Context: an optimization exercise on an open-source flow, tuned for small area, a short achievable clock period and few clock cycles per item. The choices shown serve that exercise and are no tape-out recipe.
The RTL was checked by simulation tests, not by an equivalence proof against the original design.
Power figures rest on the tool's default switching activity, not on a simulated workload.

===== flow/config.mk =====
export PLATFORM = sky130hd
export DESIGN_NAME = JAM
export DESIGN_NICKNAME = JAM
export VERILOG_FILES = /design/flow/design.v
export SDC_FILE = /design/flow/constraint.sdc
export NUM_CORES = 4
export LEC_CHECK = 0
export CAP_MARGIN = 20
export CORE_MARGIN = 2
export CORE_UTILIZATION = 40
export SLEW_MARGIN = 20

===== flow/constraint.sdc =====
create_clock -name core_clock -period 4.0 [get_ports {CLK}]
set_input_delay 0.8000 -clock core_clock [delete_from_list [all_inputs] [get_ports {CLK}]]
set_output_delay 0.8000 -clock core_clock [all_outputs]
set_load 0.01 [all_outputs]

===== flow/design.v =====
module JAM (
    input CLK,
    input RST,
    output reg [2:0] W,
    output reg [2:0] J,
    input [6:0] Cost,
    output reg [3:0] MatchCount,
    output reg [9:0] MinCost,
    output reg Valid );
localparam [3:0] S_SCAN = 4'd0,   
                 S_WAIT = 4'd1,   
                 S_DEC  = 4'd2,   
                 S_A0   = 4'd3,   
                 S_ADJ  = 4'd4,   
                 S_PRU  = 4'd5,   
                 S_DINI = 4'd6,   
                 S_DFS  = 4'd7,   
                 S_DONE = 4'd8;
localparam [1:0] T_NONE = 2'd0, T_SCAN = 2'd1, T_ADJ = 2'd2, T_A0 = 2'd3;
reg [3:0]  cs;
reg [1:0]  dcnt;
reg        fix;           
reg        wz;            
reg        adj_end;
reg        aug;           
reg [7:0]  wv   [0:7];    
reg [7:0]  mv   [0:7];    
reg [3:0]  way  [0:7];    
reg [2:0]  p    [0:7];    
reg [7:0]  mt;            
reg [7:0]  used;
reg [2:0]  row;           
reg [3:0]  j0;            
reg [6:0]  dl;            
reg [9:0]  pre;           
reg [9:0]  base;          
reg [7:0]  best;
reg [2:0]  j1;
reg [2:0]  jj;            
reg [1:0]  r_tag;
reg [6:0]  r_cost;
reg [7:0]  r_w;
reg [7:0]  r_m;
reg        r_cor;
reg        r_wb;
reg [2:0]  r_col;
reg [1:0]  s1_tag;
reg [9:0]  s1_cb;
reg [7:0]  s1_w;
reg [2:0]  s1_col;
reg [1:0]  s2_tag;
reg [7:0]  s2_x;          
reg [7:0]  s2_m;
reg [2:0]  s2_col;
reg [7:0]  rmin;
reg [7:0]  arow;
reg [2:0]  lvl;
reg [7:0]  dused;
reg [7:0]  rem;
reg [2:0]  cst [0:6];
reg [7:0]  nf;            
integer q;
function [3:0] next_free;
  input [7:0] u;
  input [3:0] from;
  integer n;
  begin
    next_free = 4'd8;
    for (n = 7; n >= 0; n = n - 1)
      if (!u[n] && n >= from) next_free = n;
  end
endfunction
function [2:0] lowest;
  input [7:0] m;
  integer n;
  begin
    lowest = 3'd0;
    for (n = 7; n >= 0; n = n - 1)
      if (m[n]) lowest = n;
  end
endfunction
function [3:0] nf_next;
  input [7:0] m;
  input [2:0] a;
  integer n;
  begin
    nf_next = 4'd8;
    for (n = 7; n >= 0; n = n - 1)
      if (m[n] && n > a) nf_next = n;
  end
endfunction
function [3:0] nf_prev;
  input [7:0] m;
  input [2:0] a;
  integer n;
  begin
    nf_prev = 4'd8;
    for (n = 0; n < 8; n = n + 1)
      if (m[n] && n < a) nf_prev = n;
  end
endfunction
wire [3:0]  nf_scan  = next_free(fix ? 8'd0 : used, {1'b0, J} + 4'd1);
wire [3:0]  nf_first = next_free(used, 4'd0);
wire [7:0]  wnew = r_cor ? r_w + {1'b0, dl} - r_m : r_w;
wire [9:0]  x2   = s1_cb + {2'd0, s1_w};
wire [7:0]  xsat = s2_x[7] ? 8'hff : s2_x;
wire        xlt  = j0[3] | (xsat < s2_m);
wire        xb   = xsat < best;
wire        mb   = s2_m < best;
wire [7:0]  nmv3 = xlt ? xsat : s2_m;
wire        nbst = xlt ? xb : mb;
wire [7:0]  pbit = 8'd1 << p[s2_col];
reg  [7:0]  pru  [0:7];
reg  [7:0]  outd, ind;
reg         pchg;
integer a, b;
always @(*) begin
  for (a = 0; a < 8; a = a + 1) begin
    outd[a] = |(mv[a] & ~(8'd1 << a));
    ind[a] = 1'b0;
    for (b = 0; b < 8; b = b + 1)
      if (b != a) ind[a] = ind[a] | mv[b][a];
  end
  pchg = 1'b0;
  for (a = 0; a < 8; a = a + 1)
    for (b = 0; b < 8; b = b + 1) begin
      pru[a][b] = mv[a][b] & ((a == b) | (outd[b] & ind[a]));
      pchg = pchg | (mv[a][b] & ~pru[a][b]);
    end
end
wire [2:0]  dj      = lowest(rem);
wire [7:0]  dused_d = dused | (8'd1 << dj);
wire [3:0]  lnext   = nf_next(nf, lvl);
wire [2:0]  nf_lo   = lowest(nf);
wire [3:0]  lprev   = nf_prev(nf, lvl);
wire [2:0]  cprev   = cst[lprev[2:0]];
wire [7:0]  dused_b = dused & ~(8'd1 << cprev);
wire [7:0]  gtmask  = 8'hfe << cprev;
always @(posedge CLK) begin
  if (r_tag != T_NONE && r_wb) wv[r_col] <= wnew;
end
always @(posedge CLK or posedge RST) begin
  if (RST) begin
    cs <= S_SCAN;
    dcnt <= 2'd0;
    W <= 3'd0;
    J <= 3'd0;
    row <= 3'd0;
    j0 <= 4'd8;
    used <= 8'd0;
    mt <= 8'd0;
    dl <= 7'd0;
    base <= 10'd0;
    best <= 8'hff;
    fix <= 1'b1;
    wz <= 1'b1;
    aug <= 1'b0;
    adj_end <= 1'b0;
    r_tag <= T_NONE;
    s1_tag <= T_NONE;
    s2_tag <= T_NONE;
    MinCost <= 10'd0;
    MatchCount <= 4'd0;
    Valid <= 1'b0;
  end else begin
    r_tag <= T_NONE;
    r_cost <= Cost;
    r_w <= wz ? 8'd0 : wv[J];
    r_m <= mv[J];
    r_cor <= fix & used[J];
    r_wb <= (fix & used[J]) | wz;
    r_col <= J;
    s1_tag <= r_tag;
    s1_cb <= {3'd0, r_cost} + base;
    s1_w <= wnew;
    s1_col <= r_col;
    if (r_tag == T_A0) base <= pre - {3'd0, r_cost};
    s2_tag <= s1_tag;
    s2_x <= (|x2[9:8]) ? 8'hff : x2[7:0];
    s2_m <= mv[s1_col];
    s2_col <= s1_col;
    if (s2_tag == T_SCAN) begin
      mv[s2_col] <= nmv3;
      if (!j0[3] && xlt) way[s2_col] <= j0;
      if (nbst) begin
        best <= nmv3;
        j1 <= s2_col;
      end
    end
    if (s2_tag == T_ADJ) begin
      if (s2_col == 3'd0 || s2_x < rmin) begin
        rmin <= s2_x;
        arow <= pbit;
      end else if (s2_x == rmin)
        arow <= arow | pbit;
      if (s2_col == 3'd7) begin
        mv[row] <= (s2_x < rmin) ? pbit :
                   (s2_x == rmin) ? (arow | pbit) : arow;
        row <= row + 3'd1;
      end
    end
    if (aug) begin
      if (way[jj][3]) begin
        p[jj] <= row;
        row <= row + 3'd1;
        MinCost <= MinCost + {3'd0, dl};
        aug <= 1'b0;
      end else begin
        p[jj] <= p[way[jj][2:0]];
        jj <= way[jj][2:0];
      end
    end
    case (cs)
      S_SCAN: begin
        r_tag <= T_SCAN;
        if (nf_scan[3]) begin
          dcnt <= 2'd0;
          cs <= S_WAIT;
        end else
          J <= nf_scan[2:0];
      end
      S_WAIT: begin
        dcnt <= dcnt + 2'd1;
        if (dcnt == 2'd2)
          cs <= adj_end ? S_PRU : S_DEC;
      end
      S_DEC: begin
        best <= 8'hff;
        dl <= best[6:0];
        fix <= 1'b0;
        wz <= 1'b0;
        if (j0[3]) begin
          for (q = 0; q < 8; q = q + 1)
            way[q] <= 4'd8;
        end
        if (mt[j1]) begin
          used <= (fix ? 8'd0 : used) | (8'd1 << j1);
          j0 <= {1'b0, j1};
          W <= p[j1];
          J <= j1;
          cs <= S_A0;
        end else begin
          if (fix) used <= 8'd0;
          mt[j1] <= 1'b1;
          jj <= j1;
          aug <= 1'b1;
          fix <= 1'b1;
          j0 <= 4'd8;
          base <= 10'd0;
          J <= 3'd0;
          if (row == 3'd7) begin
            W <= 3'd0;
            cs <= S_ADJ;
          end else begin
            W <= row + 3'd1;
            cs <= S_SCAN;
          end
        end
      end
      S_A0: begin
        r_tag <= T_A0;
        pre <= {3'd0, dl} - {2'd0, wv[j0[2:0]]};
        J <= nf_first[2:0];
        cs <= S_SCAN;
      end
      S_ADJ: if (!aug) begin
        r_tag <= T_ADJ;
        J <= J + 3'd1;
        if (J == 3'd7) begin
          W <= W + 3'd1;
          fix <= 1'b0;
          if (W == 3'd7) begin
            adj_end <= 1'b1;
            dcnt <= 2'd0;
            cs <= S_WAIT;
          end
        end
      end
      S_PRU: begin
        for (q = 0; q < 8; q = q + 1)
          mv[q] <= pru[q];
        nf <= outd;
        dused <= ~outd;
        if (!pchg) cs <= S_DINI;
      end
      S_DINI: begin
        lvl <= nf_lo;
        rem <= mv[nf_lo] & ~dused;
        MatchCount <= (nf == 8'd0) ? 4'd1 : 4'd0;
        if (nf == 8'd0) begin
          Valid <= 1'b1;
          cs <= S_DONE;
        end else
          cs <= S_DFS;
      end
      S_DFS: begin
        if (!lnext[3] && rem != 8'd0) begin
          cst[lvl] <= dj;
          dused <= dused_d;
          rem <= mv[lnext[2:0]] & ~dused_d;
          lvl <= lnext[2:0];
        end else begin
          if (lnext[3] && rem != 8'd0) MatchCount <= MatchCount + 4'd1;
          if (lprev[3]) begin
            Valid <= 1'b1;
            cs <= S_DONE;
          end else begin
            dused <= dused_b;
            rem <= mv[lprev[2:0]] & ~dused_b & gtmask;
            lvl <= lprev[2:0];
          end
        end
      end
      default: ;
    endcase
  end
end
endmodule

===== flow/run.sh =====
#!/bin/bash
# synth_recipe.tcl (not shown) runs the flow's synth.tcl, then flattens the netlist and writes it again
# the make line also repeats each setting of config.mk as NAME=value (left out here)
make -C /OpenROAD-flow-scripts/flow DESIGN_CONFIG=/design/flow/config.mk WORK_HOME=/design/flow/orfs CLKGATE_MAP_FILE= SYNTH_SCRIPT=/design/flow/synth_recipe.tcl finish

==> results of run 1 <==
worst max-delay path by stage:
| stage | from | end | slack [ns] | cells past startpoint |
|---|---|---|---|---|
| global placement | s2_x[7] | j1[0] | 0.40 | 10 |
| global route | dl[1] | wv[2][7] | 0.13 | 12 |
| floorplan | RST | lvl[0] | -1.45 | 4 |
| finish | s2_x[7] | j1[1] | 0.40 | 10 |
| detailed placement | s2_x[7] | j1[0] | 0.32 | 10 |
| CTS | s2_x[7] | j1[1] | 0.29 | 10 |
worst max-delay path, stage by stage (launching register included):
cell      delay [ns]
edfxtp_1        0.58
nor2_1          0.24
inv_1           0.10
ha_1            0.31
a211o_1         0.15
o221ai_1        0.16
o21ai_2         0.35
and2_2          0.37
o2111a_1        0.44
nand2b_4        0.30
and2_1          0.25
cells in the final DEF, fill, tap and decap left out, types with 12 or more instances in the layout:
cell / netlist / layout
a211oi_1: 25 / 25
a21boi_0: 12 / 12
a21o_1: 45 / 45
a21oi_1: 114 / 113
a221oi_1: 28 / 28
a222oi_1: 20 / 20
a22oi_1: 12 / 12
a31oi_1: 23 / 23
and2_1: 13 / 12
buf_4: 3 / 120
clkbuf_16: 0 / 50
clkdlybuf4s50_1: 0 / 29
dfrtp_1: 74 / 74
edfxtp_1: 331 / 331
fa_1: 12 / 12
ha_1: 97 / 97
inv_1: 135 / 134
mux2_2: 27 / 27
mux2i_1: 68 / 68
mux4_2: 57 / 57
nand2_1: 277 / 277
nand2b_1: 37 / 37
nand3_1: 59 / 59
nand4_1: 25 / 25
nor2_1: 238 / 237
nor2b_1: 37 / 37
nor3_1: 29 / 26
nor4_1: 32 / 26
o211ai_1: 61 / 61
o21a_1: 14 / 14
o21ai_0: 241 / 237
o21ai_1: 8 / 12
o22ai_1: 19 / 19
or4_1: 17 / 17
xnor2_1: 27 / 27
xor2_1: 14 / 14
through the flow:
| step | power (mW) | instance area, um^2 | instances | util, % |
|---|---|---|---|---|
| after detailed placement | 18.8 | 28000 | 3426 | 43.3 |
| after floorplan | 14.9 | 26200 | 2562 | - |
| after global routing | 25.3 | 29800 | 3518 | 46.1 |
| after global placement | 18.7 | 28000 | 3426 | 43.3 |
| after CTS | 23.9 | 29800 | 3518 | 46.1 |
| final | 24.0 | 29800 | 3519 | 46.1 |
cells in the mapped netlist, types with 28 or more instances:
cell type  instances  area (um^2)
nand2b_1          37          231
a21oi_1          114          571
mux2i_1           68          681
nand3_1           59          295
nand2_1          277         1040
dfrtp_1           74         1850
nor4_1            32          200
clkbuf_1         100          375
a21o_1            45          338
ha_1              97         1210
o21ai_0          241         1210
nor2_1           238          893
mux4_2            57         1280
inv_1            135          507
o211ai_1          61          458
nor2b_1           37          231
edfxtp_1         331         9940
nor3_1            29          145
a221oi_1          28          245
sequential cells by signal, indices dropped and copies added (netlist names), 9 cells and up:
| name | count |
|---|---|
| mv | 64 |
| wv | 64 |
| way | 32 |
| p | 24 |
| cst | 21 |
| MinCost | 10 |
| base | 10 |
| s1_cb | 10 |
| pre | 9 |
per-layer routing:
layer  GRT usage, %  wire length, um
met1           36.9            38100
met2           42.6            41400
met3           5.37             8880
met4           13.7             5220
met5              0               36
final cells by class:
class                   instances  area [um^2]  share of cell area (%)
inverters                     137          518                    1.74
repair buffers                151         1230                    4.13
diodes                          1         2.50                 0.00840
clock buffers                  61         1310                    4.41
clock inverters                31          474                    1.59
multi-input cells            1867        13100                    44.0
flip-flops and latches        416        12100                    40.6
well taps                     855         1070                    3.59
kinds of logic after synthesis:
| logic type | share of synthesized area [%] |
|---|---|
| adder cells (fa/ha/maj) | 5.55 |
| flip-flops | 46.1 |
| XOR/XNOR | 1.37 |
| buffers and inverters | 4.32 |
| AND/OR/NAND/NOR | 14.7 |
| multiplexers | 8.76 |
| AO/OA/AOI/OAI | 19.2 |
power groups by stage:
stage	registers [mW]	logic, mW	clock network [mW]
after detailed placement	8.12	10.7	0
after CTS	8.04	10.8	5.02
after global placement	8.10	10.6	0
final	8.10	11.0	4.94
after global routing	8.19	12.0	5.17
after floorplan	7.22	7.68	0
what timing repair did:
item                                    in CTS  in global routing
hold buffers                                 0                  0
resized for setup                            0                  1
endpoints found under the setup margin       0                  3
==> impl_results.md, run 1 <==
- Outcome: complete, no violations
- Setup slack, reg-to-reg: 0.40 ns
- Sw frac: 42.1%
- Share of power burned in registers: 33.8%
- Hold path start: s1_tag[1]
- Share of post-route cells with drive strength above 1: 13.5%
- H-tree depth: 2
- Fin worst setup slack: 0.404 ns
- Drt first pass iters: 8
- Initial Utilization: 40.5%
- Crit Path Max Fanout: 13
- I/O pin count: 30
- Fill cell count: 6,023
- Largest net degree at the start of global routing: 145
- Placement Setup Slack: 0.318 ns
- Crit. End Element: register
- Leakage: 11.3 nW
- Nets: 2,740
- Pins Over Slew Limit: 0
- DRC viols: 0
- CTS max path bufs: 3
- P_sw: 10.1 mW
- Clock Latency Late Sink: 0.61 ns
- Mapped Nets: 2,680
- Detail Route Antenna Nets: 0
- Clock power share: 20.6%
- Worst path required time: 4.29 ns
- Total number of vias: 22,200
- Combinational share of power: 45.7%
- RSZ-0062 raised after global routing: false
- Wire length per cell: 26.6 um
- RR Endpoint: j1[1]
- GRT overflow: 0
- Internal power: 13.9 mW
- Yosys warnings: 6
- Core Region: 64,600 um^2
- End of the worst hold path: s2_tag[1]
- Hold WC Path Type: reg -> reg
- Asr flop ratio synth: 20.4%
- Setup CP Type: reg -> reg
- Yosys reg bits: 416
- Initial antenna violation count: 3
- CP Launch Type: register
- Slew HR: 30.1%
- Max Fclk: 278 MHz
- Max IR drop VDD: 414 uV
- Reg-to-reg startpoint: s2_x[7]
- Avg Inst Size Synth: 10.2 um^2
- Synth Flop Type: edfxtp_1
- Period utilization: 89.9%
- GPL Wtd Cong: 0.968
- Number of synthesized flops with an enable pin: 331
- Endpoints failing setup: 0
- Count of cell types in the netlist: 99
- Die height: 260 um
- Final wirelength: 93,600 um
- CP arrival: 3.89 ns
- PD cells: 806 nW/um^2
- Clock skew: 0.0268 ns
- Via-to-Cell Ratio: 6.32
- TritonCTS Buffers: 49
- CTS tree: yes
- Maximum Capacitance Violations: 0
- Post-CTS setup buffer count: 0
- CTS Sinks: 416
- Final min period: 3.60 ns
- Die width: 260 um
- Register area share after synthesis: 46.1%
- I/O Buffers: 29
- Synth Cell Area: 26,200 um^2
- Hold Vio Cnt, Final: 0
- First-pass GRT wire length: 140,000 um
- Syn Inst Count: 2,562
- Area of the die: 67,500 um^2
- Clk Tree Root Cell: clkbuf_16
- # rows: 93
- Hold path cells: 0
- Total track usage: 27.5%
- Total negative slack: 0 ns
- Reg clk slew, reported paths: 0.06 ns
- R2R cell count: 10
- Area delta synth->final: 13.7%
- HPWL Detailed: 66,800 um
- Hold_ws: 0.350 ns
- Initial DRC count: 2,669
- Worst-Margin Slew: 1.05 ns
- Vias in the first global route: 21,700
Testbench counts, summed over its fixed seeds: cycles 5,265, tables 18.
==> run 2: changes to the inputs <==
--- a/flow/design.v
+++ b/flow/design.v
@@ -11,3 +11,2 @@
                  S_WAIT = 4'd1,   
-                 S_DEC  = 4'd2,   
                  S_A0   = 4'd3,   
@@ -112,2 +111,5 @@
 wire [7:0]  pbit = 8'd1 << p[s2_col];
+wire        nlast = (s2_tag == T_SCAN) & nbst;
+wire [7:0]  bestf = nlast ? nmv3 : best;
+wire [2:0]  j1f   = nlast ? s2_col : j1;
 reg  [7:0]  pru  [0:7];
@@ -223,35 +225,35 @@
         dcnt <= dcnt + 2'd1;
-        if (dcnt == 2'd2)
-          cs <= adj_end ? S_PRU : S_DEC;
-      end
-      S_DEC: begin
-        best <= 8'hff;
-        dl <= best[6:0];
-        fix <= 1'b0;
-        wz <= 1'b0;
-        if (j0[3]) begin
-          for (q = 0; q < 8; q = q + 1)
-            way[q] <= 4'd8;
-        end
-        if (mt[j1]) begin
-          used <= (fix ? 8'd0 : used) | (8'd1 << j1);
-          j0 <= {1'b0, j1};
-          W <= p[j1];
-          J <= j1;
-          cs <= S_A0;
-        end else begin
-          if (fix) used <= 8'd0;
-          mt[j1] <= 1'b1;
-          jj <= j1;
-          aug <= 1'b1;
-          fix <= 1'b1;
-          j0 <= 4'd8;
-          base <= 10'd0;
-          J <= 3'd0;
-          if (row == 3'd7) begin
-            W <= 3'd0;
-            cs <= S_ADJ;
+        if (dcnt == 2'd2 && adj_end)
+          cs <= S_PRU;
+        else if (dcnt == 2'd2) begin
+          best <= 8'hff;
+          dl <= bestf[6:0];
+          fix <= 1'b0;
+          wz <= 1'b0;
+          if (j0[3]) begin
+            for (q = 0; q < 8; q = q + 1)
+              way[q] <= 4'd8;
+          end
+          if (mt[j1f]) begin
+            used <= (fix ? 8'd0 : used) | (8'd1 << j1f);
+            j0 <= {1'b0, j1f};
+            W <= p[j1f];
+            J <= j1f;
+            cs <= S_A0;
           end else begin
-            W <= row + 3'd1;
-            cs <= S_SCAN;
+            if (fix) used <= 8'd0;
+            mt[j1f] <= 1'b1;
+            jj <= j1f;
+            aug <= 1'b1;
+            fix <= 1'b1;
+            j0 <= 4'd8;
+            base <= 10'd0;
+            J <= 3'd0;
+            if (row == 3'd7) begin
+              W <= 3'd0;
+              cs <= S_ADJ;
+            end else begin
+              W <= row + 3'd1;
+              cs <= S_SCAN;
+            end
           end
==> run 2 against run 1 <==
Effect of this change:
- setup slack got worse by 0.30 ns
- worst hold slack worse by 0.0094 ns
- sequential power shrank 1%
- sequential share of layout area down 1.2 points
- via count rose by 0.67%
- power is 2.5% higher
- wire length decreased by 3.9%
- die area rose by 1.4%
- critical endpoint is now W[0]
- cell area up 3.0%
- synthesized cell count grew 3.9%
- clock skew is 0.0072 ns lower
- highest routed layer unchanged
==> impl_results.md, run 2 <==
- Max Fclk: 257 MHz (-7.6%)
- Detail Route Antenna Nets: 0 (unchanged)
- Sw frac: 41.4% (-0.68 points)
- Post-layout instance area: 30,700 um^2 (+3.0%)
- Post-synthesis mux area share: 11.7% (+2.9 points)
- Wire length per cell: 24.9 um (-6.4%)
- Synth Cell Area: 26,600 um^2 (+1.4%)
- H-tree depth: 2 (unchanged)
- Pins Over Slew Limit: 0 (unchanged)
- Diodes inserted: 0 (-1)
- I/O pin count: 30 (unchanged)
- Initial antenna violation count: 1 (-2)
- Vias in the first global route: 21,900 (+0.78%)
- Hold path cells: 0 (unchanged)
- Crit Path Max Fanout: 7 (-6)
- Area of the die: 68,500 um^2 (+1.4%)
- Period utilization: 97.3% (+7.4 points)
- Clock power share: 20.7% (about the same)
- RR Endpoint: W[0]
- PD cells: 802 nW/um^2 (-0.50%)
- Number of synthesized flops with an enable pin: 331 (unchanged)
- Hold WC Path Type: reg -> reg
- Max IR drop VDD: 492 uV (+19%)
- Largest family of logic cells by synthesized area: compound AO/OA/AOI/OAI gates
- Die height: 262 um (+0.69%)
- Commonest non-fill, non-tap cells in the layout: edfxtp_1, nand2_1, o21ai_0
- Total number of vias: 22,400 (+0.67%)
- Top Registers: mv: 64 flops, wv: 64 flops, way: 32 flops
- Final wirelength: 89,900 um (-3.9%)
- GPL Wtd Cong: 0.986 (+1.9%)
- Cell taking the most area after synthesis: edfxtp_1
- Endpoints failing setup: 0 (unchanged)
- Core Region: 65,700 um^2 (+1.8%)
- Setup CP Type: reg -> reg
- CP arrival: 4.38 ns (+0.49 ns)
- R2R cell count: 15 (+5)
- Hold_ws: 0.341 ns (-0.00944 ns)
- Area contributors post-synth: edfxtp_1, dfrtp_1, mux2i_1
- Yosys reg bits: 416 (unchanged)
- CP Launch Type: register
- Internal power: 14.4 mW (+3.7%)
- Maximum Capacitance Violations: 0 (unchanged)
- # rows: 94 (+1.1%)
- Mapped Nets: 2,779 (+3.7%)
- Share of power burned in registers: 32.5% (-1.3 points)
- Setup slack, reg-to-reg: 0.11 ns (-0.30 ns)
- Clk Tree Root Cell: clkbuf_16
- Avg Inst Size Synth: 9.98 um^2 (-2.4%)
- Slew HR: 31.3% (+1.2 points)
- Post-Synth XOR/XNOR Area: 1.29% (-0.085 points)
- Adder-cell share of the synthesized area: 5.48% (-0.077 points)
- Drt first pass iters: 6 (-2)
- Clock Latency Late Sink: 0.62 ns (about the same)
- Outcome: complete, no violations
- Initial DRC count: 2,611 (-2.2%)
- Fin cells: 3,612 (+2.6%)
- HPWL Detailed: 65,200 um (-2.4%)
- Crit. End Element: register
- Total negative slack: 0 ns (unchanged)
- Count of cell types in the netlist: 86 (-13%)
- Synth Area in Compound Gates: 17.6% (-1.6 points)
- Post-Synth Simple-Gate Area: 13.6% (-1.0 points)
- Leakage: 12.0 nW (+6.0%)
- Dpl cell area: 28,600 um^2 (+2.2%)
- I/O Buffers: 29 (unchanged)
- First-pass GRT wire length: 136,000 um (-2.7%)
- Area delta synth->final: 15.6%
- End of the worst hold path: s2_tag[0]
- Die width: 262 um (+0.69%)
- CTS Hold Buffers Added: 0 (unchanged)
- Clock skew: 0.0196 ns (-0.00722 ns)
- Via-to-Cell Ratio: 6.20 (-1.9%)
- Most common cell in the synthesized netlist: edfxtp_1
- Yosys top cell area share: 37.4% (-0.53 points)
- Nets: 2,826 (+3.1%)
- CTS max path bufs: 3 (unchanged)
- Syn Inst Count: 2,661 (+3.9%)
- Final min period: 3.89 ns (+0.295 ns)
- Hold path start: s1_tag[0]
- Synth Flop Type: edfxtp_1
- Largest net degree at the start of global routing: 92 (-37%)
- GRT overflow: 0 (unchanged)
- Share of post-route cells with drive strength above 1: 15.2% (+1.7 points)
- Register area share after synthesis: 45.5% (-0.64 points)
- P_sw: 10.2 mW (+0.87%)
- DRC viols: 0 (unchanged)
- Yosys warnings: 6 (unchanged)
- Most frequent cells after synthesis: edfxtp_1, nand2_1, o21ai_0
- Hold Vio Cnt, Final: 0 (unchanged)
- Reg clk slew, reported paths: 0.06 ns (about the same)
- TritonCTS Buffers: 48 (-2.0%)
- RSZ-0062 raised after global routing: true
- Placed cells: 3,513 (+2.5%)
- Total track usage: 26.2% (-1.3 points)
- Asr flop ratio synth: 20.4% (unchanged)
- Combinational share of power: 46.9% (+1.2 points)
- CTS Sinks: 416 (unchanged)
- Worst-Margin Slew: 1.02 ns (-0.0254 ns)
- Worst path required time: 4.49 ns (+0.20 ns)
- CTS tree: yes
- Reg-to-reg startpoint: s2_x[7]
- Initial Utilization: 40.4% (-0.16 points)
- Finished Core Util: 46.7% (+0.56 points)
- Commonest non-fill, non-tap cell in the layout: edfxtp_1
[run 2: how the worst max path moves through the flow]
stage / from / endpoint / slack [ns] / depth (start not counted)
floorplan: RST / jj[0] / -0.93 / 1
global placement: s2_x[7] / W[1] / 0.03 / 14
detailed placement: s2_x[7] / W[1] / -0.02 / 14
CTS: s2_x[7] / W[0] / -0.0008 / 16
global route: s2_x[7] / W[0] / -0.05 / 15
finish: s2_x[7] / W[0] / 0.11 / 15
[run 2: through the flow]
stage	power, mW	setup slack, ns
finish	24.6	0.109
detailed placement	19.0	-0.0245
global placement	18.8	0.0258
floorplan	14.8	-0.930
CTS	24.3	-0.000794
global route	26.0	-0.0505
[run 2: cells by family after synthesis]
logic type	count (synthesis)
simple gates	793
compound gates	736
flops	416
buf+inv	334
mux	234
fa+ha+maj	109
xor+xnor	39
[run 2: final cells by class]
type / count / area [um^2]
inverter: 138 / 524
clock inverter: 25 / 494
multi-input combinational: 1911 / 13600
tap: 864 / 1080
sequential: 416 / 12100
timing repair buffer: 193 / 1610
clock buffer: 65 / 1340
fill: 6060 / 35100
[run 2: metal layers]
metal / vias to the layer above / wire [um] / part of all wire, % / track usage (%)
met4: 2 / 3090 / 3.4 / 8.87
met2: 1120 / 41200 / 46 / 41.4
met3: 230 / 7810 / 8.7 / 4.97
met1: 11000 / 37800 / 42 / 36.1
met5: - / 55 / 0.061 / 0.208
li1: 10000 / - / - / -
[run 2: power by group through the flow]
stage               registers [mW]  logic [mW]  clock network [mW]
floorplan                     7.02        7.78                   0
global placement              7.98        10.8                   0
detailed placement            8.00        11.0                   0
CTS                           7.93        11.1                5.18
global route                  8.08        12.6                5.34
finish                        7.99        11.5                5.09
[run 2: critical path, cell delays in order (launching register included)]
cell and delay [ns]:
edfxtp_1 0.47, or2_4 0.29, ha_4 0.26, a2111oi_4 0.30
o21ai_2 0.13, a31oi_4 0.20, mux2i_4 0.30, buf_12 0.16
mux2i_4 0.31, inv_2 0.12, ha_4 0.18, or3_4 0.37
o211ai_1 0.18, o21ai_1 0.10, o211a_1 0.11, or3_1 0.30
[run 2: what timing repair did]
item / CTS / global route
pin swaps: 2 / 6
setup buffers: 1 / 9
gates resized for setup: 6 / 34
setup endpoints to repair: 3 / 15
gates cloned: 0 / 0
Testbench counts of run 2, summed over its fixed seeds: cycles 4,927, tables 18.
==> run 3: changes to the inputs <==
--- a/flow/design.v
+++ b/flow/design.v
@@ -33,3 +33,2 @@
 reg [6:0]  dl;            
-reg [9:0]  pre;           
 reg [9:0]  base;          
@@ -140,2 +139,5 @@
 wire [7:0]  gtmask  = 8'hfe << cprev;
+wire        ddesc   = !lnext[3] && rem != 8'd0;
+wire [2:0]  ridx    = (cs == S_DINI) ? nf_lo : ddesc ? lnext[2:0] : lprev[2:0];
+wire [7:0]  rrow    = mv[ridx];
 always @(posedge CLK) begin
@@ -178,3 +180,3 @@
     s1_col <= r_col;
-    if (r_tag == T_A0) base <= pre - {3'd0, r_cost};
+    if (r_tag == T_A0) base <= {3'd0, dl} - {2'd0, r_w} - {3'd0, r_cost};
     s2_tag <= s1_tag;
@@ -263,3 +265,2 @@
         r_tag <= T_A0;
-        pre <= {3'd0, dl} - {2'd0, wv[j0[2:0]]};
         J <= nf_first[2:0];
@@ -289,3 +290,3 @@
         lvl <= nf_lo;
-        rem <= mv[nf_lo] & ~dused;
+        rem <= rrow & ~dused;
         MatchCount <= (nf == 8'd0) ? 4'd1 : 4'd0;
@@ -301,3 +302,3 @@
           dused <= dused_d;
-          rem <= mv[lnext[2:0]] & ~dused_d;
+          rem <= rrow & ~dused_d;
           lvl <= lnext[2:0];
@@ -310,3 +311,3 @@
             dused <= dused_b;
-            rem <= mv[lprev[2:0]] & ~dused_b & gtmask;
+            rem <= rrow & ~dused_b & gtmask;
             lvl <= lprev[2:0];
==> run 3 against run 2 <==
Effect of this change:
- count of clock-buffer cells in the layout is 10 lower
- setup slack better by 0.014 ns
- first-iteration DRC count down 14%
- die area shrank 5.9%
- power decreased by 1.1%
- maximum frequency increased by 0.36%
- global-route usage fell by 0.40 points
- critical path type unchanged
- sequential share of layout area up 1.4 points
- cell area shrank 5.7%
- sequential cell count decreased by 9
- still clean on timing, DRC and antenna
- clock skew increased by 0.018 ns
- synthesized area fell by 6.0%
==> impl_results.md, run 3 <==
- Outcome: complete, no violations
- Clock power share: 18.7% (-2.0 points)
- Synth Cell Area: 25,000 um^2 (-6.0%)
- Syn Inst Count: 2,512 (-5.6%)
- First-pass GRT wire length: 126,000 um (-7.7%)
- DRC viols: 0 (unchanged)
- Endpoints failing setup: 0 (unchanged)
- Critical-path top delay cell: edfxtp_1
- Dpl cell area: 27,000 um^2 (-5.5%)
- # rows: 91 (-3.2%)
- Mapped Nets: 2,630 (-5.4%)
- Register area share after synthesis: 47.3% (+1.8 points)
- Yosys top cell area share: 38.7% (+1.3 points)
- Hold path cells: 0 (unchanged)
- Nets: 2,728 (-3.5%)
- CTS Hold Buffers Added: 0 (unchanged)
- Core Region: 61,700 um^2 (-6.1%)
- Sw frac: 42.2% (+0.78 points)
- Vias in the first global route: 20,300 (-7.0%)
- RSZ-0062 raised after global routing: true
- R2R cell count: 16 (+1)
- CTS max path bufs: 3 (unchanged)
- Hold WC Path Type: reg -> reg
- Crit path from: s2_x[7]
- Asr flop ratio synth: 20.9% (+0.45 points)
- Share of post-route cells with drive strength above 1: 15.2% (about the same)
- Crit-path cells: buf_6 -> buf_4 -> or2_4 -> ha_1 -> o211ai_1 -> nor3_1 -> nand2_1 -> and3_4 -> buf_4 -> o211a_1 -> a311o_1 -> o221ai_2 -> buf_4 -> a21oi_1 -> a211o_1 -> mux2_2
- Yosys warnings: 6 (unchanged)
- Internal power: 14.1 mW (-2.4%)
- Detail Route Antenna Nets: 0 (unchanged)
- I/O Buffers: 29 (unchanged)
- Initial DRC count: 2,234 (-14%)
- Clock skew: 0.0377 ns (+0.0181 ns)
- Worst-Margin Slew: 1.19 ns (+0.170 ns)
- Most frequent cells after synthesis: nand2_1, edfxtp_1, nor2_1
- Period utilization: 96.9% (-0.35 points)
- Crit Path Max Fanout: 7 (unchanged)
- CP arrival: 4.36 ns (-0.02 ns)
- Slowest stage delay, CP: 0.50 ns (+0.03 ns)
- Leakage: 11.6 nW (-2.7%)
- Synth Flop Type: edfxtp_1
- Die height: 254 um (-3.0%)
- PD cells: 841 nW/um^2 (+4.9%)
- Reg clk slew, reported paths: 0.06 ns (about the same)
- Maximum Capacitance Violations: 0 (unchanged)
- Final min period: 3.88 ns (-0.0141 ns)
- CTS Sinks: 407 (-2.2%)
- GRT overflow: 0 (unchanged)
- P_sw: 10.3 mW (+0.74%)
- CP Launch Type: register
- Wire length per cell: 23.8 um (-4.5%)
- Hold Vio Cnt, Final: 0 (unchanged)
- Commonest non-fill, non-tap cell in the layout: nand2_1
- Reg-to-reg startpoint: s2_x[7]
- Drt first pass iters: 8 (+2)
- Pins Over Slew Limit: 0 (unchanged)
- Area of the multi-input gates: 12,300 um^2 (-9.3%)
- Register area: 11,800 um^2 (-2.2%)
- Max Fclk: 258 MHz (+0.36%)
- Slew HR: 20.1% (-11 points)
- CTS tree: yes
- Fill cell count: 5,832 (-3.8%)
- Area delta synth->final: 15.9%
- TritonCTS Buffers: 49 (+2.1%)
- Post-layout instance area: 28,900 um^2 (-5.7%)
- Setup CP Type: reg -> reg
- Combinational share of power: 50.5% (+3.6 points)
- Final wirelength: 82,900 um (-7.8%)
- Largest net degree at the start of global routing: 71 (-23%)
- Via-to-Cell Ratio: 5.95 (-3.9%)
- Most common cell in the synthesized netlist: nand2_1
- Cell taking the most area after synthesis: edfxtp_1
- Clock Latency Late Sink: 0.62 ns (about the same)
- Area contributors post-synth: edfxtp_1, dfrtp_1, nand2_1
- HPWL Detailed: 61,000 um (-6.5%)
- Max IR drop VDD: 428 uV (-13%)
- Count of cell types in the netlist: 85 (-1.2%)
- Crit. End Element: register
- I/O pin count: 30 (unchanged)
- Area of the die: 64,400 um^2 (-5.9%)
- Share of power burned in registers: 30.8% (-1.7 points)
- Die width: 254 um (-3.0%)
- GPL Wtd Cong: 0.998 (+1.2%)
- Hold path start: s1_tag[1]
- Most Frequent Cell on Critical Path: buf_4
- Number of synthesized flops with an enable pin: 322 (-2.7%)
- Initial Utilization: 40.5% (+0.079 points)
- Total number of vias: 20,800 (-7.2%)
- Total track usage: 25.8% (-0.40 points)
- Hold_ws: 0.336 ns (-0.00449 ns)
- Avg Inst Size Synth: 9.94 um^2 (-0.37%)
- Total chip power: 24.3 mW (-1.1%)
- Yosys reg bits: 407 (-2.2%)
- Diodes inserted: 0 (unchanged)
- Top Registers: mv: 64 flops, wv: 64 flops, way: 32 flops
- Commonest non-fill, non-tap cells in the layout: nand2_1, edfxtp_1, nor2_1
- Clk Tree Root Cell: clkbuf_16
- H-tree depth: 2 (unchanged)
- Worst path required time: 4.48 ns (about the same)
- Initial antenna violation count: 0 (-1)
[run 3: cell count changes in the layout (fill, tap and decap cells not counted), moves of 17 or more]
cell | previous run | this run
mux2i_1 | 151 | 86
mux4_2 | 56 | 35
o22ai_1 | 11 | 66
a22o_1 | 7 | 26
o21ai_0 | 252 | 138
nand3_1 | 79 | 37
nand2_1 | 272 | 374
nor2_1 | 223 | 200
a21oi_1 | 154 | 171
[run 3: cell type report]
type / instances / area share, %
clock buffer: 55 / 4.35
clock inverter: 36 / 1.33
inverter: 139 / 1.82
multi-input combinational: 1818 / 42.5
sequential: 407 / 40.8
tap: 837 / 3.62
timing repair buffer: 195 / 5.53
[run 3: logic make-up (layout without fill, tap and decap cells)]
group           count (synthesis)  after routing  share of synthesized area (%)
compound gates                689            689                           18.1
buf+inv                       287            425                           4.47
xor+xnor                       39             39                           1.37
flops                         407            407                           47.3
fa+ha+maj                     109            109                           5.82
simple gates                  820            820                           14.6
mux                           161            161                           8.42
[run 3: routing by layer]
metal | share of wire [%] | global-route usage [%] | vias up
met5 | 0 | 0 | -
met3 | 6.8 | 3.17 | 205
met1 | 43 | 35.2 | 10200
li1 | - | - | 9482
met2 | 46 | 41.4 | 917
met4 | 4.3 | 11.1 | 0
[run 3: power by group through the flow]
| stage | Clock, mW | Sequential (mW) | Combinational, mW |
|---|---|---|---|
| global route | 4.79 | 7.59 | 13.5 |
| finish | 4.56 | 7.49 | 12.3 |
| detailed placement | 0 | 7.52 | 11.7 |
| CTS | 4.64 | 7.46 | 11.8 |
| global placement | 0 | 7.51 | 11.5 |
| floorplan | 0 | 6.90 | 8.10 |
[run 3: worst paths after layout]
| check | slack (ns) | endpoint |
|---|---|---|
| worst max-delay path | 0.12 | J[0] |
| worst min-delay path | 0.34 | s2_tag[1] |
| worst max register to register | 0.12 | J[0] |
| worst min register to register | 0.34 | s2_tag[1] |
| max in group asynchronous | 1.94 | fix |
| min in group asynchronous | 0.71 | MatchCount[3] |
[run 3: critical path: cells and delay by family (launching register included)]
family / cells / cell delay (ns)
mux: 1 / 0.26
compound gates: 6 / 1.34
flops: 1 / 0.50
fa+ha+maj: 1 / 0.27
simple gates: 4 / 0.73
buf+inv: 4 / 0.65
[run 3: metrics by stage]
stage / worst slack (ns) / instances / TNS (ns) / utilization (%)
after global placement: -0.0995 / 3389 / -0.152 / 43.8
final: 0.123 / 3487 / 0 / 46.9
after CTS: 0.0109 / 3481 / 0 / 46.5
after detailed placement: -0.182 / 3389 / -0.296 / 43.8
after global routing: -0.0414 / 3487 / -0.0414 / 46.9
after floorplan: -1.77 / 2512 / -232.73 / -
[run 3: repair_timing]
item / in CTS / in global routing
endpoints found under the setup margin: 5 / 35
setup buffers: 1 / 5
pin swaps: 1 / 15
gates resized for setup: 8 / 38
gates cloned: 0 / 0
Testbench counts of run 3, summed over its fixed seeds: cycles 4,927, tables 18.
==> run 4: changes to the inputs <==
--- a/flow/design.v
+++ b/flow/design.v
@@ -37,12 +37,7 @@
 reg [2:0]  jj;            
-reg [1:0]  r_tag;
-reg [6:0]  r_cost;
-reg [7:0]  r_w;
-reg [7:0]  r_m;
-reg        r_cor;
-reg        r_wb;
-reg [2:0]  r_col;
 reg [1:0]  s1_tag;
-reg [9:0]  s1_cb;
-reg [7:0]  s1_w;
+reg [9:0]  s1_cb;         
+reg [7:0]  s1_w;          
+reg [7:0]  s1_corr;       
+reg        s1_wb;
 reg [2:0]  s1_col;
@@ -101,4 +96,4 @@
 wire [3:0]  nf_first = next_free(used, 4'd0);
-wire [7:0]  wnew = r_cor ? r_w + {1'b0, dl} - r_m : r_w;
-wire [9:0]  x2   = s1_cb + {2'd0, s1_w};
+wire [7:0]  wnew = s1_w + s1_corr;
+wire [9:0]  x2   = s1_cb + {2'd0, wnew};
 wire [7:0]  xsat = s2_x[7] ? 8'hff : s2_x;
@@ -143,3 +138,3 @@
 always @(posedge CLK) begin
-  if (r_tag != T_NONE && r_wb) wv[r_col] <= wnew;
+  if (s1_tag != T_NONE && s1_wb) wv[s1_col] <= wnew;
 end
@@ -162,3 +157,2 @@
     adj_end <= 1'b0;
-    r_tag <= T_NONE;
     s1_tag <= T_NONE;
@@ -169,14 +163,8 @@
   end else begin
-    r_tag <= T_NONE;
-    r_cost <= Cost;
-    r_w <= wz ? 8'd0 : wv[J];
-    r_m <= mv[J];
-    r_cor <= fix & used[J];
-    r_wb <= (fix & used[J]) | wz;
-    r_col <= J;
-    s1_tag <= r_tag;
-    s1_cb <= {3'd0, r_cost} + base;
-    s1_w <= wnew;
-    s1_col <= r_col;
-    if (r_tag == T_A0) base <= {3'd0, dl} - {2'd0, r_w} - {3'd0, r_cost};
+    s1_tag <= T_NONE;
+    s1_cb <= {3'd0, Cost} + base;
+    s1_w <= wz ? 8'd0 : wv[J];
+    s1_corr <= (fix & used[J]) ? {1'b0, dl} - mv[J] : 8'd0;
+    s1_wb <= (fix & used[J]) | wz;
+    s1_col <= J;
     s2_tag <= s1_tag;
@@ -218,3 +206,3 @@
       S_SCAN: begin
-        r_tag <= T_SCAN;
+        s1_tag <= T_SCAN;
         if (nf_scan[3]) begin
@@ -227,5 +215,5 @@
         dcnt <= dcnt + 2'd1;
-        if (dcnt == 2'd2 && adj_end)
+        if (dcnt == 2'd1 && adj_end)
           cs <= S_PRU;
-        else if (dcnt == 2'd2) begin
+        else if (dcnt == 2'd1) begin
           best <= 8'hff;
@@ -264,3 +252,3 @@
       S_A0: begin
-        r_tag <= T_A0;
+        base <= {3'd0, dl} - {2'd0, wv[J]} - {3'd0, Cost};
         J <= nf_first[2:0];
@@ -269,3 +257,3 @@
       S_ADJ: if (!aug) begin
-        r_tag <= T_ADJ;
+        s1_tag <= T_ADJ;
         J <= J + 3'd1;
==> run 4 against run 3 <==
Effect of this change:
- now fails the layout checks on setup timing
- maximum frequency down 3.2%
- setup slack worse by 0.13 ns
- worst hold slack improved by 0.080 ns
- critical endpoint is now W[0]
- via count shrank 0.68%
- sequential share of layout area is 0.81 points lower
- final cell count down 3.5%
==> impl_results.md, run 4 <==
- Outcome: failed layout checks
- Violated checks: setup timing
- HPWL Detailed: 59,200 um (-3.0%)
- Max Fclk: 250 MHz (-3.2%)
- Worst path required time: 4.53 ns (+0.05 ns)
- CP Launch Type: register
- Initial DRC count: 2,620 (+17%)
- DRC viols: 0 (unchanged)
- Setup CP Type: reg -> reg
- Buffers & Inverters on Critical Path: 2 (-2)
- Pins Over Slew Limit: 0 (unchanged)
- Number of synthesized flops with an enable pin: 303 (-5.9%)
- Core Region: 60,000 um^2 (-2.7%)
- CTS Sinks: 386 (-5.2%)
- Most Frequent Cell on Critical Path: buf_6
- Count of cell types in the netlist: 83 (-2.4%)
- Hold Vio Cnt, Final: 0 (unchanged)
- Mapped Nets: 2,575 (-2.1%)
- Hold_ws: 0.416 ns (+0.0795 ns)
- Post-layout instance area: 28,000 um^2 (-3.3%)
- Register area share after synthesis: 46.3% (-0.99 points)
- H-tree depth: 2 (unchanged)
- Initial Utilization: 40.3% (-0.20 points)
- Yosys warnings: 6 (unchanged)
- Dpl cell area: 26,200 um^2 (-3.1%)
- Detail Route Antenna Nets: 0 (unchanged)
- Die height: 250 um (-1.6%)
- Share of post-route cells with drive strength above 1: 14.4% (-0.84 points)
- Area of the die: 62,400 um^2 (-3.2%)
- Clk Tree Root Cell: clkbuf_16
- I/O pin count: 30 (unchanged)
- CTS max path bufs: 3 (unchanged)
- Asr flop ratio synth: 21.5% (+0.62 points)
- Top Registers: mv: 64 flops, wv: 64 flops, way: 32 flops
- Worst-Margin Slew: 1.07 ns (-0.124 ns)
- Crit Path Max Fanout: 7 (unchanged)
- Slew HR: 28.5% (+8.4 points)
- PD cells: 901 nW/um^2 (+7.1%)
- Die width: 250 um (-1.6%)
- Initial antenna violation count: 0 (unchanged)
- Area delta synth->final: 15.7%
- Clock skew: 0.0293 ns (-0.00833 ns)
- CTS Hold Buffers Added: 0 (unchanged)
- Via-to-Cell Ratio: 6.13 (+2.9%)
- Commonest non-fill, non-tap cell in the layout: nand2_1
- Slowest stage delay, CP: 0.47 ns (-0.03 ns)
- Final wirelength: 82,300 um (-0.68%)
- RSZ-0062 raised after global routing: true
- Final min period: 4.01 ns (+0.130 ns)
- Yosys top cell area share: 37.7% (-1.1 points)
- # rows: 90 (-1.1%)
- Largest delay share family, worst path: multiplexers
- Critical-path top delay cell: edfxtp_1
- I/O Buffers: 29 (unchanged)
- Endpoints failing setup: 1 (+1)
- Reg clk slew, reported paths: 0.06 ns (about the same)
- Nets: 2,664 (-2.3%)
- Area contributors post-synth: edfxtp_1, dfrtp_1, nand2_1
- Max IR drop VDD: 764 uV (+78%)
- TritonCTS Buffers: 46 (-6.1%)
- Clock Latency Late Sink: 0.60 ns (-0.02 ns)
- Most frequent cells after synthesis: nand2_1, edfxtp_1, nor2_1
- GRT overflow: 0 (unchanged)
- Wire length per cell: 24.5 um (+2.9%)
- Synth Cell Area: 24,200 um^2 (-3.2%)
- Largest net degree at the start of global routing: 111 (+56%)
- Total number of vias: 20,600 (-0.68%)
- Commonest non-fill, non-tap cells in the layout: nand2_1, edfxtp_1, nor2_1
- Drt first pass iters: 9 (+1)
- Yosys reg bits: 386 (-5.2%)
- CP arrival: 4.53 ns (+0.17 ns)
- Total track usage: 26.0% (+0.20 points)
- Maximum Capacitance Violations: 0 (unchanged)
- Period utilization: 100% (+3.2 points)
- Vias in the first global route: 20,100 (-1.2%)
- Leakage: 11.4 nW (-2.5%)
- Syn Inst Count: 2,456 (-2.2%)
- Crit-path cells: or2_4 -> ha_4 -> a2111oi_4 -> o21ai_2 -> a31oi_4 -> mux2i_4 -> buf_6 -> mux2_4 -> mux4_2 -> nand2_2 -> o21ai_4 -> buf_6 -> or4_1 -> nand3_1
- Hold WC Path Type: reg -> reg
- GPL Wtd Cong: 1.06 (+5.9%)
- Most common cell in the synthesized netlist: nand2_1
- CTS tree: yes
- Crit. End Element: register
- First-pass GRT wire length: 125,000 um (-0.54%)
- Avg Inst Size Synth: 9.84 um^2 (-1.0%)
- Fin worst setup slack: -0.00678 ns (-0.130 ns)
- Cell taking the most area after synthesis: edfxtp_1
- Synth Flop Type: edfxtp_1
-- run 4: changes by cell type in the layout (fill, tap and decap cells not counted), moves of 19 or more --
cell      change
mux2i_1      +27
edfxtp_1     -19
nand2_1      -21
nor2_1       -20
inv_1        -34
-- run 4: cell type report --
type / count / area (um^2)
antenna: 1 / 2.50
clock buffer: 58 / 1200
clock inverter: 27 / 365
fill: 5586 / 32100
inverter: 103 / 393
multi-input combinational: 1808 / 12200
sequential: 386 / 11200
tap: 782 / 978
timing repair buffer: 200 / 1630
-- run 4: cell families (layout without fill, tap and decap cells) --
family                   after synthesis  in the layout  share of synthesized area [%]
AO/OA/AOI/OAI                        672            673                           18.0
XOR/XNOR                              46             46                           1.67
adder cells (fa/ha/maj)              110            110                           5.91
buffers and inverters                263            388                           4.18
flip-flops                           386            386                           46.3
multiplexers                         177            177                           8.99
other                                  0              1                              0
AND/OR/NAND/NOR                      802            802                           14.9
-- run 4: power breakdown --
group / switching [mW] / internal (mW)
sequential: 1.66 / 6.05
combinational: 7.58 / 5.53
clock: 1.79 / 2.59
total: 11.0 / 14.2
-- run 4: final timing paths --
kind	end	cells after the start	start	slack (ns)
max	W[0]	14	s2_x[7]	-0.007
max reg2reg	W[0]	14	s2_x[7]	-0.007
min reg2reg	s2_tag[1]	0	s1_tag[1]	0.42
min	s2_tag[1]	0	s1_tag[1]	0.42
max in group asynchronous	Valid	4	RST	2.12
min in group asynchronous	MatchCount[3]	3	RST	0.72
-- run 4: repair_timing --
action                                  CTS  global route
resized for setup                         7            23
gates cloned                              0             2
endpoints found under the setup margin   12            41
pin swaps                                 0            15
buffers inserted                          4             9
-- run 4: metrics by stage --
step / power, mW / setup WS [ns] / util, % / cells / setup TNS (ns)
after floorplan: 15.6 / -1.00 / - / 2456 / -144.72
after global placement: 20.0 / -0.0104 / 43.6 / 3264 / -0.0547
after detailed placement: 20.2 / -0.0578 / 43.6 / 3264 / -0.388
after CTS: 24.8 / 0.00710 / 46.3 / 3353 / 0
after global routing: 26.7 / -0.196 / 46.6 / 3364 / -2.38
final: 25.2 / -0.00678 / 46.6 / 3365 / -0.00678
-- run 4: per-layer routing --
layer  up-vias  part of all wire, %  global-route usage [%]
met5         -                    0                       0
met4         0                  5.1                    11.9
met3       262                  9.2                    5.13
met2      1065                   44                    40.0
met1     10000                   42                    35.4
li1       9295                    -                       -
Testbench counts of run 4, summed over its fixed seeds: cycles 4,571, tables 18.
==> run 5: changes to the inputs <==
--- a/flow/design.v
+++ b/flow/design.v
@@ -94,10 +94,60 @@
 endfunction
+function [9:0] add10c;
+  input [9:0] a, b;
+  input       cin;
+  reg [9:0] p, g, pp, gg, p2, g2;
+  integer i, d;
+  begin
+    p = a ^ b;
+    g = a & b;
+    g[0] = g[0] | (p[0] & cin);
+    pp = p;
+    gg = g;
+    for (d = 1; d < 10; d = d * 2) begin
+      p2 = pp;
+      g2 = gg;
+      for (i = 0; i < 10; i = i + 1)
+        if (i >= d) begin
+          g2[i] = gg[i] | (pp[i] & gg[i - d]);
+          p2[i] = pp[i] & pp[i - d];
+        end
+      pp = p2;
+      gg = g2;
+    end
+    add10c = p ^ {gg[8:0], cin};
+  end
+endfunction
+function [9:0] add3c;
+  input [9:0] a, b, c;
+  input       cin1, cin2;
+  begin
+    add3c = add10c(a ^ b ^ c, {(a[8:0] & b[8:0]) | (a[8:0] & c[8:0]) | (b[8:0] & c[8:0]), cin1}, cin2);
+  end
+endfunction
+function lt8;
+  input [7:0] a, b;
+  reg r, e;
+  integer i;
+  begin
+    r = 1'b0;
+    e = 1'b1;
+    for (i = 7; i >= 0; i = i - 1) begin
+      r = r | (e & ~a[i] & b[i]);
+      e = e & ~(a[i] ^ b[i]);
+    end
+    lt8 = r;
+  end
+endfunction
 wire [3:0]  nf_scan  = next_free(fix ? 8'd0 : used, {1'b0, J} + 4'd1);
 wire [3:0]  nf_first = next_free(used, 4'd0);
-wire [7:0]  wnew = s1_w + s1_corr;
-wire [9:0]  x2   = s1_cb + {2'd0, wnew};
+wire [9:0]  corr10 = add10c({3'd0, dl}, {2'b11, ~mv[J]}, 1'b1);
+wire [9:0]  base_a0 = add3c({3'd0, dl}, {2'b11, ~wv[J]}, {3'b111, ~Cost}, 1'b1, 1'b1);
+wire [9:0]  wnew10 = add10c({2'd0, s1_w}, {2'd0, s1_corr}, 1'b0);
+wire [7:0]  wnew = wnew10[7:0];
+wire [9:0]  x2   = add3c(s1_cb, {2'd0, s1_w}, {2'd0, s1_corr}, 1'b0, 1'b0);
 wire [7:0]  xsat = s2_x[7] ? 8'hff : s2_x;
-wire        xlt  = j0[3] | (xsat < s2_m);
-wire        xb   = xsat < best;
-wire        mb   = s2_m < best;
+wire        xlt  = j0[3] | lt8(xsat, s2_m);
+wire        xb   = lt8(xsat, best);
+wire        mb   = lt8(s2_m, best);
+wire        alt  = lt8(s2_x, rmin);
 wire [7:0]  nmv3 = xlt ? xsat : s2_m;
@@ -164,5 +214,5 @@
     s1_tag <= T_NONE;
-    s1_cb <= {3'd0, Cost} + base;
+    s1_cb <= add10c({3'd0, Cost}, base, 1'b0);
     s1_w <= wz ? 8'd0 : wv[J];
-    s1_corr <= (fix & used[J]) ? {1'b0, dl} - mv[J] : 8'd0;
+    s1_corr <= (fix & used[J]) ? corr10[7:0] : 8'd0;
     s1_wb <= (fix & used[J]) | wz;
@@ -182,3 +232,3 @@
     if (s2_tag == T_ADJ) begin
-      if (s2_col == 3'd0 || s2_x < rmin) begin
+      if (s2_col == 3'd0 || alt) begin
         rmin <= s2_x;
@@ -188,3 +238,3 @@
       if (s2_col == 3'd7) begin
-        mv[row] <= (s2_x < rmin) ? pbit :
+        mv[row] <= alt ? pbit :
                    (s2_x == rmin) ? (arow | pbit) : arow;
@@ -252,3 +302,3 @@
       S_A0: begin
-        base <= {3'd0, dl} - {2'd0, wv[J]} - {3'd0, Cost};
+        base <= base_a0;
         J <= nf_first[2:0];
==> run 5 against run 4 <==
Effect of this change:
- the run now finishes clean
- via count decreased by 0.95%
- sequential cell count unchanged
- wire length decreased by 3.0%
- non-clock buffer count fell by 46
- critical endpoint is now mv[7][0]
- largest power group unchanged
==> impl_results.md, run 5 <==
- Total number of vias: 20,400 (-0.95%)
- Max IR drop VDD: 422 uV (-45%)
- Mapped Nets: 2,445 (-5.0%)
- # rows: 89 (-1.1%)
- GPL Wtd Cong: 1.02 (-3.5%)
- Worst-Margin Slew: 1.12 ns (+0.0491 ns)
- Final wirelength: 79,900 um (-3.0%)
- Syn Inst Count: 2,342 (-4.6%)
- Drt first pass iters: 6 (-3)
- Share of power burned in registers: 33.7% (+3.1 points)
- Slowest stage delay, CP: 0.43 ns (-0.04 ns)
- Slew HR: 24.9% (-3.7 points)
- Area delta synth->final: 15.0%
- Crit. End Element: register
- Fin worst setup slack: 0.140 ns (+0.147 ns)
- Most frequent cells after synthesis: edfxtp_1, o21ai_0, nand2_1
- Count of cell types in the netlist: 89 (+7.2%)
- Leakage: 10.5 nW (-7.3%)
- Largest net degree at the start of global routing: 100 (-9.9%)
- Avg Inst Size Synth: 10.1 um^2 (+2.7%)
- Most common cell in the synthesized netlist: edfxtp_1
- Core Region: 58,800 um^2 (-2.0%)
- Fin cells: 3,255 (-3.3%)
- First-pass GRT wire length: 121,000 um (-3.4%)
- Register area share after synthesis: 47.3% (+0.98 points)
- Synth Cell Area: 23,700 um^2 (-2.1%)
- Critical-path top delay cell: edfxtp_1
- Detail Route Antenna Nets: 0 (unchanged)
- DRC viols: 0 (unchanged)
- Die height: 247 um (-1.0%)
- Share of post-route cells with drive strength above 1: 13.2% (-1.2 points)
- Final min period: 3.86 ns (-0.147 ns)
- Top Registers: mv: 64 flops, wv: 64 flops, way: 32 flops
- CTS tree: yes
- Post-synthesis mux area share: 6.17% (-2.8 points)
- Reg clk slew, reported paths: 0.07 ns (about the same)
- Placed cells: 3,155 (-3.3%)
- Via-to-Cell Ratio: 6.28 (+2.4%)
- Synth Flop Type: edfxtp_1
- Outcome: complete, no violations
- Clk Tree Root Cell: clkbuf_16
- Area of the die: 61,100 um^2 (-2.0%)
- Pins Over Slew Limit: 0 (unchanged)
- Setup CP Type: reg -> reg
- CP arrival: 4.15 ns (-0.38 ns)
- Hold WC Path Type: reg -> reg
- Max Fclk: 259 MHz (+3.8%)
- Total negative slack: 0 ns (+0.00678 ns)
- Crit-path cells: buf_4 -> nor2b_1 -> maj3_2 -> maj3_2 -> maj3_2 -> maj3_2 -> maj3_2 -> maj3_2 -> a21oi_4 -> a21oi_4 -> a22oi_4 -> o221ai_1
- Endpoints failing setup: 0 (-1)
- Initial antenna violation count: 2 (+2)
- Clock skew: 0.0398 ns (+0.0105 ns)
- Die width: 247 um (-1.0%)
- Crit Path Max Fanout: 8 (+1)
- GRT overflow: 0 (unchanged)
- CTS Sinks: 386 (unchanged)
- Dpl cell area: 25,500 um^2 (-2.8%)
- Number of synthesized flops with an enable pin: 303 (unchanged)
- Cell taking the most area after synthesis: edfxtp_1
- Combinational share of power: 45.1% (-6.9 points)
- Hold Vio Cnt, Final: 0 (unchanged)
- Asr flop ratio synth: 21.5% (unchanged)
- CTS max path bufs: 3 (unchanged)
- Vias in the first global route: 19,400 (-3.5%)
- Most Frequent Cell on Critical Path: maj3_2
- Synth Area in Compound Gates: 20.3% (+2.3 points)
- Clock power share: 21.3% (+3.9 points)
- Fill cell count: 5,484 (-1.8%)
- P_sw: 8.65 mW (-22%)
- Nets: 2,544 (-4.5%)
- Wire length per cell: 24.5 um (+0.29%)
- Clock Latency Late Sink: 0.61 ns (about the same)
- Total track usage: 26.1% (+0.097 points)
- Initial Utilization: 40.3% (about the same)
- Commonest non-fill, non-tap cell in the layout: edfxtp_1
- I/O Buffers: 29 (unchanged)
- Yosys top cell area share: 38.4% (+0.79 points)
- Internal power: 12.2 mW (-14%)
- Post-layout instance area: 27,200 um^2 (-2.7%)
- Largest family of logic cells by synthesized area: compound AO/OA/AOI/OAI gates
- Post-Synth Simple-Gate Area: 14.8% (-0.077 points)
- Period utilization: 96.5% (-3.7 points)
- CTS Hold Buffers Added: 0 (unchanged)
- PD cells: 765 nW/um^2 (-15%)
- Initial DRC count: 2,497 (-4.7%)
- Yosys warnings: 6 (unchanged)
- Placement Setup Slack: 0.0166 ns (+0.0744 ns)
- Worst path required time: 4.29 ns (-0.24 ns)
- Post-Synth XOR/XNOR Area: 1.70% (+0.035 points)
- Maximum Capacitance Violations: 0 (unchanged)
- Finished Core Util: 46.3% (-0.32 points)
- H-tree depth: 2 (unchanged)
- Sw frac: 41.6% (-2.2 points)
- I/O pin count: 30 (unchanged)
- Area contributors post-synth: edfxtp_1, dfrtp_1, o21ai_0
- Yosys reg bits: 386 (unchanged)
- Total chip power: 20.8 mW (-17%)
- Hold_ws: 0.413 ns (-0.00295 ns)
- HPWL Detailed: 57,200 um (-3.3%)
- TritonCTS Buffers: 45 (-2.2%)
- CP Launch Type: register
- Adder-cell share of the synthesized area: 6.02% (+0.10 points)
- Commonest non-fill, non-tap cells in the layout: edfxtp_1, o21ai_0, nand2_1
[run 5: power groups by stage]
stage / Combinational, mW / Sequential [mW] / Clock (mW)
floorplan: 6.36 / 6.31 / 0
global placement: 8.90 / 7.01 / 0
detailed placement: 9.05 / 7.01 / 0
CTS: 9.15 / 6.94 / 4.49
global route: 10.3 / 7.08 / 4.65
finish: 9.38 / 7.01 / 4.43
[run 5: cell type report]
cell class                      instances  area [um^2]  share of cell area (%)
Clock buffer                           48         1150                    4.22
Tap cell                              773          967                    3.55
Clock inverter                         36          445                    1.64
Timing Repair Buffer                  154         1270                    4.67
Antenna cell                            4         10.0                  0.0368
Multi-Input combinational cell       1734        11700                    43.1
Sequential cell                       386        11200                    41.1
Inverter                              120          457                    1.68
[run 5: path summary, 6_finish.rpt]
path	from	to	slack, ns	cells after the start
worst min-delay path	s1_tag[1]	s2_tag[1]	0.41	0
worst max register to register	s2_x[0]	mv[7][0]	0.14	12
worst min register to register	s1_tag[1]	s2_tag[1]	0.41	0
max in group asynchronous	RST	MinCost[3]	2.36	3
worst max-delay path	s2_x[0]	mv[7][0]	0.14	12
min in group asynchronous	RST	MatchCount[1]	1.19	3
[run 5: kinds of logic (layout without fill, tap and decap cells)]
logic type,after synthesis,in the layout
AND/OR/NAND/NOR,753,753
AO/OA/AOI/OAI,721,721
flip-flops,386,386
buffers and inverters,222,358
multiplexers,111,111
adder cells (fa/ha/maj),103,103
XOR/XNOR,46,46
other,0,4
[run 5: worst max-delay path: cells and delay by family (launching register included)]
kind,cells,cell delay (ns)
AOI/OAI and AO/OA,4,1.03
adders and majority gates,6,1.90
buffers and inverters,1,0.14
DFF,1,0.43
and+or+nand+nor,1,0.04
[run 5: metal layers]
layer,up-vias,share of wire [%],track usage (%)
met4,0,4.5,11.1
met5,-,0,0
met2,1136,44,40.0
li1,9096,-,-
met1,9949,42,36.2
met3,247,9.5,4.80
[run 5: timing repair]
action / 4_1_cts / 5_1_grt
resized for setup: 0 / 20
setup buffers: 2 / 10
pin swaps: 1 / 6
setup endpoints to repair: 1 / 18
Testbench counts of run 5, summed over its fixed seeds: cycles 4,571, tables 18.
==> run 6: changes to the inputs <==
--- a/flow/design.v
+++ b/flow/design.v
@@ -47,2 +47,6 @@
 reg [2:0]  s2_col;
+reg [2:0]  s2_p;          
+reg        s2_mt;         
+reg [2:0]  j1_p;          
+reg        j1_mt;         
 reg [7:0]  rmin;
@@ -158,2 +162,8 @@
 wire [2:0]  j1f   = nlast ? s2_col : j1;
+wire [2:0]  j1pf  = nlast ? s2_p : j1_p;
+wire        j1mtf = nlast ? s2_mt : j1_mt;
+wire [2:0]  augv  = way[jj][3] ? row : p[way[jj][2:0]];
+wire [2:0]  p_s1  = (aug && jj == s1_col) ? augv : p[s1_col];
+wire [2:0]  p_s2  = (aug && jj == s2_col) ? augv : s2_p;
+wire [2:0]  p_j1  = (aug && jj == j1) ? augv : j1_p;
 reg  [7:0]  pru  [0:7];
@@ -223,2 +233,5 @@
     s2_col <= s1_col;
+    s2_p <= p_s1;
+    s2_mt <= mt[s1_col];
+    j1_p <= p_j1;
     if (s2_tag == T_SCAN) begin
@@ -229,2 +242,4 @@
         j1 <= s2_col;
+        j1_p <= p_s2;
+        j1_mt <= s2_mt;
       end
@@ -245,3 +260,3 @@
       if (way[jj][3]) begin
-        p[jj] <= row;
+        p[jj] <= augv;
         row <= row + 3'd1;
@@ -250,3 +265,3 @@
       end else begin
-        p[jj] <= p[way[jj][2:0]];
+        p[jj] <= augv;
         jj <= way[jj][2:0];
@@ -276,6 +291,6 @@
           end
-          if (mt[j1f]) begin
+          if (j1mtf) begin
             used <= (fix ? 8'd0 : used) | (8'd1 << j1f);
             j0 <= {1'b0, j1f};
-            W <= p[j1f];
+            W <= j1pf;
             J <= j1f;
==> run 6 against run 5 <==
Effect of this change:
- still clean on timing, DRC and antenna
- power decreased by 1.3%
- sequential cell count increased by 8
- die area increased by 4.9%
- wire length increased by 7.3%
- synthesized area increased by 5.0%
- non-clock buffer count increased by 4
- core utilization decreased by 0.48 points
- worst hold slack improved by 0.0042 ns
- setup slack improved by 0.067 ns
- sequential share of layout area decreased by 0.60 points
==> impl_results.md, run 6 <==
- Core Region: 61,600 um^2 (+4.8%)
- Reg clk slew, reported paths: 0.06 ns (about the same)
- Wire length per cell: 25.4 um (+3.6%)
- Synth Area in Compound Gates: 18.6% (-1.8 points)
- Area of the multi-input gates: 12,500 um^2 (+6.3%)
- Clock skew: 0.0385 ns (-0.00129 ns)
- Fill cell count: 5,685 (+3.7%)
- Hold WC Path Type: reg -> reg
- Post-synthesis mux area share: 9.75% (+3.6 points)
- Hold path cells: 0 (unchanged)
- CTS tree: yes
- Crit Path Max Fanout: 11 (+3)
- Pins Over Slew Limit: 0 (unchanged)
- Clock Latency Late Sink: 0.60 ns (about the same)
- Max Fclk: 264 MHz (+1.8%)
- Cell taking the most area after synthesis: edfxtp_1
- GPL Wtd Cong: 0.998 (-2.2%)
- Final wirelength: 85,700 um (+7.3%)
- Initial antenna violation count: 2 (unchanged)
- Worst path depth: 12 (unchanged)
- Detail Route Antenna Nets: 0 (unchanged)
- Placed cells: 3,285 (+4.1%)
- Synth Flop Type: edfxtp_1
- Initial DRC count: 2,485 (-0.48%)
- Largest family of logic cells by synthesized area: compound AO/OA/AOI/OAI gates
- Yosys reg bits: 394 (+2.1%)
- H-tree depth: 2 (unchanged)
- Commonest non-fill, non-tap cell in the layout: edfxtp_1
- RR Endpoint: base[5]
- Setup CP Type: reg -> reg
- Worst-Margin Slew: 1.13 ns (+0.0173 ns)
- Die height: 253 um (+2.4%)
- Total chip power: 20.5 mW (-1.3%)
- Most frequent cells after synthesis: edfxtp_1, nand2_1, nor2_1
- Adder-cell share of the synthesized area: 5.50% (-0.51 points)
- Register area: 11,400 um^2 (+2.2%)
- Final min period: 3.79 ns (-0.0670 ns)
- Setup slack, reg-to-reg: 0.21 ns (+0.07 ns)
- CP arrival: 4.21 ns (+0.06 ns)
- Outcome: complete, no violations
- Number of synthesized flops with an enable pin: 311 (+2.6%)
- Leakage: 10.8 nW (+2.5%)
- Critical-path top delay cell: or4_1
- Synth Cell Area: 24,900 um^2 (+5.0%)
- Vias in the first global route: 20,500 (+5.6%)
- Slew HR: 24.0% (-0.88 points)
- Commonest non-fill, non-tap cells in the layout: edfxtp_1, nand2_1, nor2_1
- Most common cell in the synthesized netlist: edfxtp_1
- PD cells: 728 nW/um^2 (-4.8%)
[run 6: kinds of logic after synthesis]
family	Yosys count
multiplexers	207
AND/OR/NAND/NOR	725
AO/OA/AOI/OAI	685
adder cells (fa/ha/maj)	98
flip-flops	394
buffers and inverters	253
XOR/XNOR	58
[run 6: power breakdown]
group,internal [mW],switching (mW)
Combinational,3.81,5.40
Clock,2.44,1.80
Sequential,5.78,1.32
[run 6: worst max-delay path by stage]
stage / startpoint / endpoint / slack (ns)
2_1_floorplan: RST / cst[5][0] / -1.00
3_3_place_gp: s1_w[1] / s2_x[7] / 0.22
3_5_place_dp: s1_w[1] / s2_x[7] / 0.11
4_1_cts: s1_cb[1] / s2_x[7] / 0.07
5_1_grt: s2_x[7] / base[5] / 0.01
6_report: s2_m[7] / base[5] / 0.21
[run 6: per-layer routing]
| layer | global-route usage [%] | wire length [um] | up-vias |
|---|---|---|---|
| met4 | 10.8 | 3920 | 2 |
| met2 | 42.7 | 39100 | 986 |
| met3 | 5.46 | 6800 | 236 |
| met5 | 0 | 9 | - |
| li1 | - | - | 9322 |
| met1 | 35.5 | 35800 | 10400 |
[run 6: layout make-up]
class                   count  share of cell area, %
diodes                      1                0.00887
clock buffers              64                   4.65
clock inverters            20                  0.656
inverters                 123                   1.65
multi-input cells        1773                   44.2
flip-flops and latches    394                   40.5
well taps                 837                   3.71
repair buffers            158                   4.61
[run 6: through the flow]
step                util, %  worst slack, ns  cell area, um^2
global route           45.8           0.0118            28200
global placement       43.4            0.219            26700
floorplan                 -            -1.00            24900
CTS                    45.8           0.0717            28200
detailed placement     43.4            0.109            26700
finish                 45.8            0.207            28200
[run 6: what timing repair did]
action	in CTS	in global routing
buffers inserted	0	0
gates resized for setup	0	3
setup endpoints to repair	0	9
hold endpoints to repair	0	0
Testbench counts of run 6, summed over its fixed seeds: cycles 4,571, tables 18.

## afterwards: timing with drivers on the ports
How much do the figures lean on ideal ports? The routed layouts below were timed once more, with nothing changed but the port constraints. Step 1 assumes that a clkbuf_16 drives the clock port and a buf_2 every other input. Step 2 times the ports against the registers' clock, not the clock port: input delays grow and output delays shrink by t, the midpoint of the rising clock arrivals with the driver on. Three values: ideal ports, drivers, drivers and shift; two values: the first two.
run	shift t [ns]	setup slack, ns	worst setup path at the end
run 1	0.661	0.404 / 0.404 / 0.404	register to register
run 2	0.675	0.109 / 0.109 / 0.109	register to register
run 3	0.666	0.123 / 0.123 / 0.123	register to register
run 4	0.643	-0.007 / -0.007 / -0.007	register to register
run 5	0.648	0.140 / 0.140 / 0.131	input to register
run 6	0.641	0.207 / 0.207 / 0.166	input to register
The setup slack of run 6, which loses most, moves by 0.000 ns with the drivers and by -0.041 ns with both steps.
